From an optimization exercise on the open Yosys and OpenROAD flow, aimed at small area, a short achievable clock period and few clock cycles; shortcuts taken in it are not production practice. The RTL was checked by simulation tests, not by an equivalence proof against the original design. Power and IR drop assume default switching activity.

P:
// kcpsmx
module kcpsmx(
    output logic [PORT_DEPTH-1:0]   port_id,         
    output logic                    write_strobe,    
    output logic [PORT_WIDTH-1:0]   out_port,        
    output logic                    read_strobe,     
    input        [PORT_WIDTH-1:0]   in_port,         
    input                           interrupt,       
    output logic                    interrupt_ack,   
    input                           reset,           
    input                           clk,             
    output logic [CODE_DEPTH-1:0]   address,         
    input        [CODE_WIDTH-1:0]   instruction      
);
Size: ~1,200 flip-flops, roughly 58 I/O pins.
Settings: LEC_CHECK=0, CAP_MARGIN=20, CORE_MARGIN=2, CORE_UTILIZATION=75, CTS_BUF_LIST=sky130_fd_sc_hd__clkbuf_8, CTS_CLUSTER_DIAMETER=50, CTS_CLUSTER_SIZE=10, SETUP_SLACK_MARGIN=3.7, SLEW_MARGIN=20, TNS_END_PERCENT=30; clock period 6.0 ns.
run.sh (not shown) runs the stock make flow with config.mk's settings and CLKGATE_MAP_FILE= SYNTH_SCRIPT=/design/flow/synth_recipe.tcl, a recipe that flattens the netlist after the stock synthesis.
P: full flow OK, the timing, DRC and antenna checks passed
Testbench counts of P, summed over its fixed seeds: cycles 296,972.
Input changes introduced in Q (baseline for comparison: P):
- CTS_CLUSTER_SIZE no longer set, was 10
- SLEW_MARGIN now 0, was 20
- CAP_MARGIN now 0, was 20
- CTS_CLUSTER_DIAMETER no longer set, was 50
Notes after the runs:
Changes observed in Q relative to P: core utilization picked up an extra 1.4 points; via count picked up an extra about 1%; internal reg-to-reg setup slack picked up an extra 0.05 ns. Register area share after synthesis: P vs Q identical. Taking P as the reference point, the number of fill cells of Q falls by 120. Q and P ended up with roughly the same post-place instance area. Q against P: area growth from synthesis to layout went up 1.9 points, count of clock-buffer cells in the layout went up 46, routed wire length went up 0.87%. Cmp P and Q / share of final-layout standard cells stronger than drive strength 1 / higher: Q.
Inputs modified between Q and R:
- swapping 0 for 20 in SLEW_MARGIN
- swapping 0 for 20 in CAP_MARGIN
- swapping 3.7 for 3.5 in SETUP_SLACK_MARGIN
- swapping 75 for 70 in CORE_UTILIZATION
Notes after the runs:
Every run in the comparison, R and Q, completed the flow with a clean layout. In the metrics for R and Q, the one carrying the lower via count of the first global-routing pass is R. Re first-pass detailed-route iteration total: R is 18 down on Q. Going from Q to R, all-layer global routing usage went down by 3.0 points; netlist area before placement has remained practically unchanged.

========
== v45 ==
kcpsmx, a different RTL version from the one above (not shown whole).
Size: ~1,200 flip-flops, roughly 58 I/O pins, about 45,000 µm² of cells after synthesis.
make LEC_CHECK=0 CAP_MARGIN=20 CORE_MARGIN=2 CORE_UTILIZATION=75 CTS_BUF_LIST='sky130_fd_sc_hd__clkbuf_8 sky130_fd_sc_hd__clkbuf_16' SETUP_SLACK_MARGIN=3.5 SLEW_MARGIN=20 TNS_END_PERCENT=30 finish   # period 6.0 ns
Testbench counts of v45, summed over its fixed seeds: cycles 296,784.
--- input diff v45..v22 ---
Settings: CTS_BUF_LIST now sky130_fd_sc_hd__clkbuf_16, was sky130_fd_sc_hd__clkbuf_8 sky130_fd_sc_hd__clkbuf_16; CTS_CLUSTER_SIZE now 30, previously not set; CTS_CLUSTER_DIAMETER now 60, previously not set.
## What came out
- First-pass GRT wire length: v22 < v45
- v45 -> v22: final design instance area without fill decreased by a few percent
- The combinational power of v22 falls short of that of v45 by about 1%.
- Between v45 and v22, combinational fraction of design power is lower for v45, v22 comes in above that.
- [v22] switching part of the total power rose 0.18 points relative to v45
- Well-tap cell count: v22 vs v45 identical
- v22: synthesis-to-layout area growth 3.6 points below v45
- Status: instance area at placement parity (v22, v45)
- Number of cells in the finished layout apart from fillers came out lower on v22 than on v45.
- Relative to v45, clock share of power has gone down in v22.
--- input diff v22..v7 ---
Settings: a change of CTS_CLUSTER_SIZE from 30 to 20; a change of CTS_CLUSTER_DIAMETER from 60 to 50.
Results
- v22 reports its endpoint of the worst setup timing path as write_strobe while v7 reports e_whi[5]$_SDFF_PP0_.
- On count of TritonRoute iterations in the first routing pass, the higher figure sits with v7, not v22.
- v7 against v22: internal power of the cells higher, sequential share of layout area lower, net count of the mapped netlist roughly the same, multi-input combinational gate total roughly the same, routed wire length higher.
- More vias were needed by v7 than by v22.
- v22 was smaller in final cell area than v7.
diff inputs: v7 => v12
Settings: an added ABC_CLOCK_PERIOD_IN_PS of 2200; a deleted CTS_CLUSTER_DIAMETER that had been 50; a deleted TNS_END_PERCENT that had been 30; a deleted CTS_CLUSTER_SIZE that had been 20; a change of CTS_BUF_LIST from sky130_fd_sc_hd__clkbuf_16 to sky130_fd_sc_hd__clkbuf_8.
[summary]
- Going from v7 to v12, clock-buffer cell count grew by more than 100%.
- Going from v7 to v12, setup slack of the most critical reg-to-reg path grows by 0.30 ns.
- Area: v12 vs v7 -> v12 larger
- Route | v12 vs v7 | wire shorter in v12
- The area added between synthesis and finish reported for v12 is greater than that of v7 by 1.4 points.
- Between v12 and v7, the portion of the clock cycle consumed by the worst path in the final layout is higher for v7.
- Across v12 and v7, none had a timing, DRC or antenna violation.
- Critical-path cell with the highest stage delay = dfxtp_1: v7; critical-path cell with the highest stage delay = dfxtp_4: v12

========
## v33
RTL: one of the versions met above, not the one the previous note started from.
Size: about 3000 cells after synthesis, roughly 58 I/O pins, ~0.045 mm² of cells after synthesis.
## kcpsmx
module kcpsmx(
    output logic [PORT_DEPTH-1:0]   port_id,         
    output logic                    write_strobe,    
    output logic [PORT_WIDTH-1:0]   out_port,        
    output logic                    read_strobe,     
    input        [PORT_WIDTH-1:0]   in_port,         
    input                           interrupt,       
    output logic                    interrupt_ack,   
    input                           reset,           
    input                           clk,             
    output logic [CODE_DEPTH-1:0]   address,         
    input        [CODE_WIDTH-1:0]   instruction      
);
assign interrupt_ack = 1'b0;
logic [9:0]  pc;
logic [17:0] ir;
logic        stall;              
logic        byx, byy;           
logic [15:0] selx, sely;         
logic [15:0][7:0] rf;            
logic [63:0][7:0] spr;           
logic [31:0][9:0] stk;           
logic [4:0]  sp;                 
logic [3:0]  sp_hi;              
logic [7:0]  sp_lo;
logic        carry, zero;
logic [7:0]  e_a, e_bx;          
logic [7:0]  e_sd;               
logic [7:0]  e_shi, e_slo;       
logic        e_store;
  ...
export LEC_CHECK = 0
export ABC_CLOCK_PERIOD_IN_PS = 2200
export CAP_MARGIN = 20
export CORE_MARGIN = 2
export CORE_UTILIZATION = 75
export CTS_BUF_LIST = sky130_fd_sc_hd__clkbuf_8
export SETUP_SLACK_MARGIN = 3.5
export SLEW_MARGIN = 20
export TNS_END_PERCENT = 30
create_clock -name core_clock -period 6.0 [get_ports {clk}]
standard.sh (not shown) runs the stock make flow with config.mk's settings and CLKGATE_MAP_FILE= SYNTH_SCRIPT=/design/flow/synth_recipe.tcl, a recipe that flattens the netlist after the stock synthesis.
==> flow/flow/run.sh <==
#!/bin/bash
# Standard layout, with the port buffers made from buf_4 cells instead of the
# default choice (a delay cell).
export BUFFER_PORTS_ARGS="-buffer_cell sky130_fd_sc_hd__buf_4"
bash standard.sh > standard.log 2>&1
v33: no failed stages, no open violations at the end
Testbench counts of v33, summed over its fixed seeds: cycles 296,972.
#### Input delta (v21 over v33)
==> flow/run.sh (new file) <==
#!/bin/bash
# synth_recipe.tcl (not shown) runs the flow's synth.tcl, then flattens the netlist and writes it again
# the make line also repeats each setting of config.mk as NAME=value (left out here)
make -C /OpenROAD-flow-scripts/flow DESIGN_CONFIG=/design/flow/config.mk WORK_HOME=/design/flow/orfs CLKGATE_MAP_FILE= SYNTH_SCRIPT=/design/flow/synth_recipe.tcl finish
-- flow/config.mk --
<<< v33, line 7
export LEC_CHECK = 0
export ABC_CLOCK_PERIOD_IN_PS = 2200
export CAP_MARGIN = 20
>>> v21, line 7
export LEC_CHECK = 0
export CAP_MARGIN = 20
<<< v33, line 12
export CTS_BUF_LIST = sky130_fd_sc_hd__clkbuf_8
export SETUP_SLACK_MARGIN = 3.5
export SLEW_MARGIN = 20
>>> v21, line 11
export CTS_BUF_LIST = sky130_fd_sc_hd__clkbuf_8
export CTS_CLUSTER_DIAMETER = 50
export CTS_CLUSTER_SIZE = 14
export SETUP_SLACK_MARGIN = 3.7
export SLEW_MARGIN = 20
removed: flow/flow/run.sh
removed: flow/standard.sh
--- outcome ---
Number of non-clock buffers: v21 > v33
Hold violation count in the final report came out exactly the same in v21 and v33.
As of v21, first-pass GRT wire length had fallen slightly compared to v33.
Cmp v21 vs v33: total power draw lower in v21
What v41 does differently from v21 at the input level:
-- flow/config.mk --
<<< v21, line 11
export CTS_BUF_LIST = sky130_fd_sc_hd__clkbuf_8
export CTS_CLUSTER_DIAMETER = 50
export CTS_CLUSTER_SIZE = 14
export SETUP_SLACK_MARGIN = 3.7
>>> v41, line 11
export CTS_BUF_LIST = sky130_fd_sc_hd__clkbuf_8
export CTS_CLUSTER_DIAMETER = 60
export CTS_CLUSTER_SIZE = 18
export SETUP_SLACK_MARGIN = 3.7
Findings:
Per the final summary, v41 finished and its layout is clean on timing, DRC and antenna. Re die area: no difference whatsoever between v21 and v41. Changes observed in v41 relative to v21: clock share of power lost 5.1 points; global-route usage lost 0.32 points. Of v21 and v41, the run reporting the lower share of the core filled with cells in the final layout was v41. As of v41, routed wire length had fallen slightly compared to v21. Taking v21 as the reference, in v41 part of the cycle the worst path needs higher; worst setup margin lower; non-clock buffer count higher; depth of the most critical reg-to-reg path higher; met1 track utilization from global routing roughly the same. Share of the final layout cell area in sequential cells in v41 is 0.68 points higher than in v21.
Here is what was changed in the inputs of v19 compared with v41.
-- flow/config.mk --
<<< v41, line 11
export CTS_BUF_LIST = sky130_fd_sc_hd__clkbuf_8
export CTS_CLUSTER_DIAMETER = 60
export CTS_CLUSTER_SIZE = 18
export SETUP_SLACK_MARGIN = 3.7
>>> v19, line 11
export CTS_BUF_LIST = sky130_fd_sc_hd__clkbuf_8
export CTS_CLUSTER_DIAMETER = 50
export CTS_CLUSTER_SIZE = 12
export SETUP_SLACK_MARGIN = 3.7
[summary]
- Compared with v41, in v19 power went up 5.9%, sequential power share went down 3.6 points, count of clock-buffer cells in the layout went up 39, setup slack went up 0.060 ns.
- Final-layout non-clock buffer area share: v19 vs v41 down 0.21 points
- [compare] base=v41 new=v19: final worst-path cycle share moved down; global-route wire length before repair moved up; net switching fraction of the power moved up.
- Any difference in worst slack at placement between v19 and v41 is small enough to ignore.
- After detailed routing, v41 needs less wire than v19.

==> port drivers added, routing unchanged <==
The flow's constraints put no driver on any port. The routed layouts listed below were extracted and timed again, unchanged, in two steps. Step 1 (the two cells are an assumption about what drives the block):
set clk [get_ports {clk}]
set_driving_cell -lib_cell sky130_fd_sc_hd__clkbuf_16 $clk
set_driving_cell -lib_cell sky130_fd_sc_hd__buf_2 [delete_from_list [all_inputs] $clk]
Step 2 moves the port delays by t, midway between the first and last clock arrival at a register: inputs arrive t later, outputs are due t later. That takes back most of the time a late clock gives input paths. Slacks: ideal ports / drivers / drivers and shift; pairs: ideal ports / drivers.
run	t (ns)	slack for setup (ns)	hold slack, ns	worst slew at a driven data input, ns	cell pins on the clock port's net
P	0.871	3.511 / 3.451 / 2.951	0.405 / 0.405 / 0.405	0.04	1
Q	0.875	3.492 / 3.435 / 2.941	0.390 / 0.390 / 0.390	0.04	1
R	0.889	3.454 / 3.437 / 2.946	0.361 / 0.361 / 0.361	0.05	1
v45	0.750	3.238 / 3.226 / 2.600	0.354 / 0.354 / 0.354	0.16	1
v22	0.717	3.313 / 3.250 / 2.673	0.358 / 0.358 / 0.358	0.15	1
v7	0.704	3.189 / 3.189 / 2.527	0.357 / 0.357 / 0.357	0.14	1
v12	0.883	3.485 / 3.424 / 2.812	0.340 / 0.340 / 0.340	0.16	1
v33	0.873	3.487 / 3.429 / 2.806	0.407 / 0.407 / 0.407	0.04	1
v21	0.804	3.557 / 3.493 / 2.954	0.403 / 0.403 / 0.403	0.04	1
v41	0.765	3.509 / 3.509 / 3.013	0.425 / 0.425 / 0.425	0.04	1
v19	0.806	3.569 / 3.507 / 2.915	0.392 / 0.392 / 0.392	0.04	1
After both steps every run listed still meets setup and hold. For v33, which loses most, drivers alone change the setup slack by -0.058 ns; drivers and shift together by -0.681 ns.
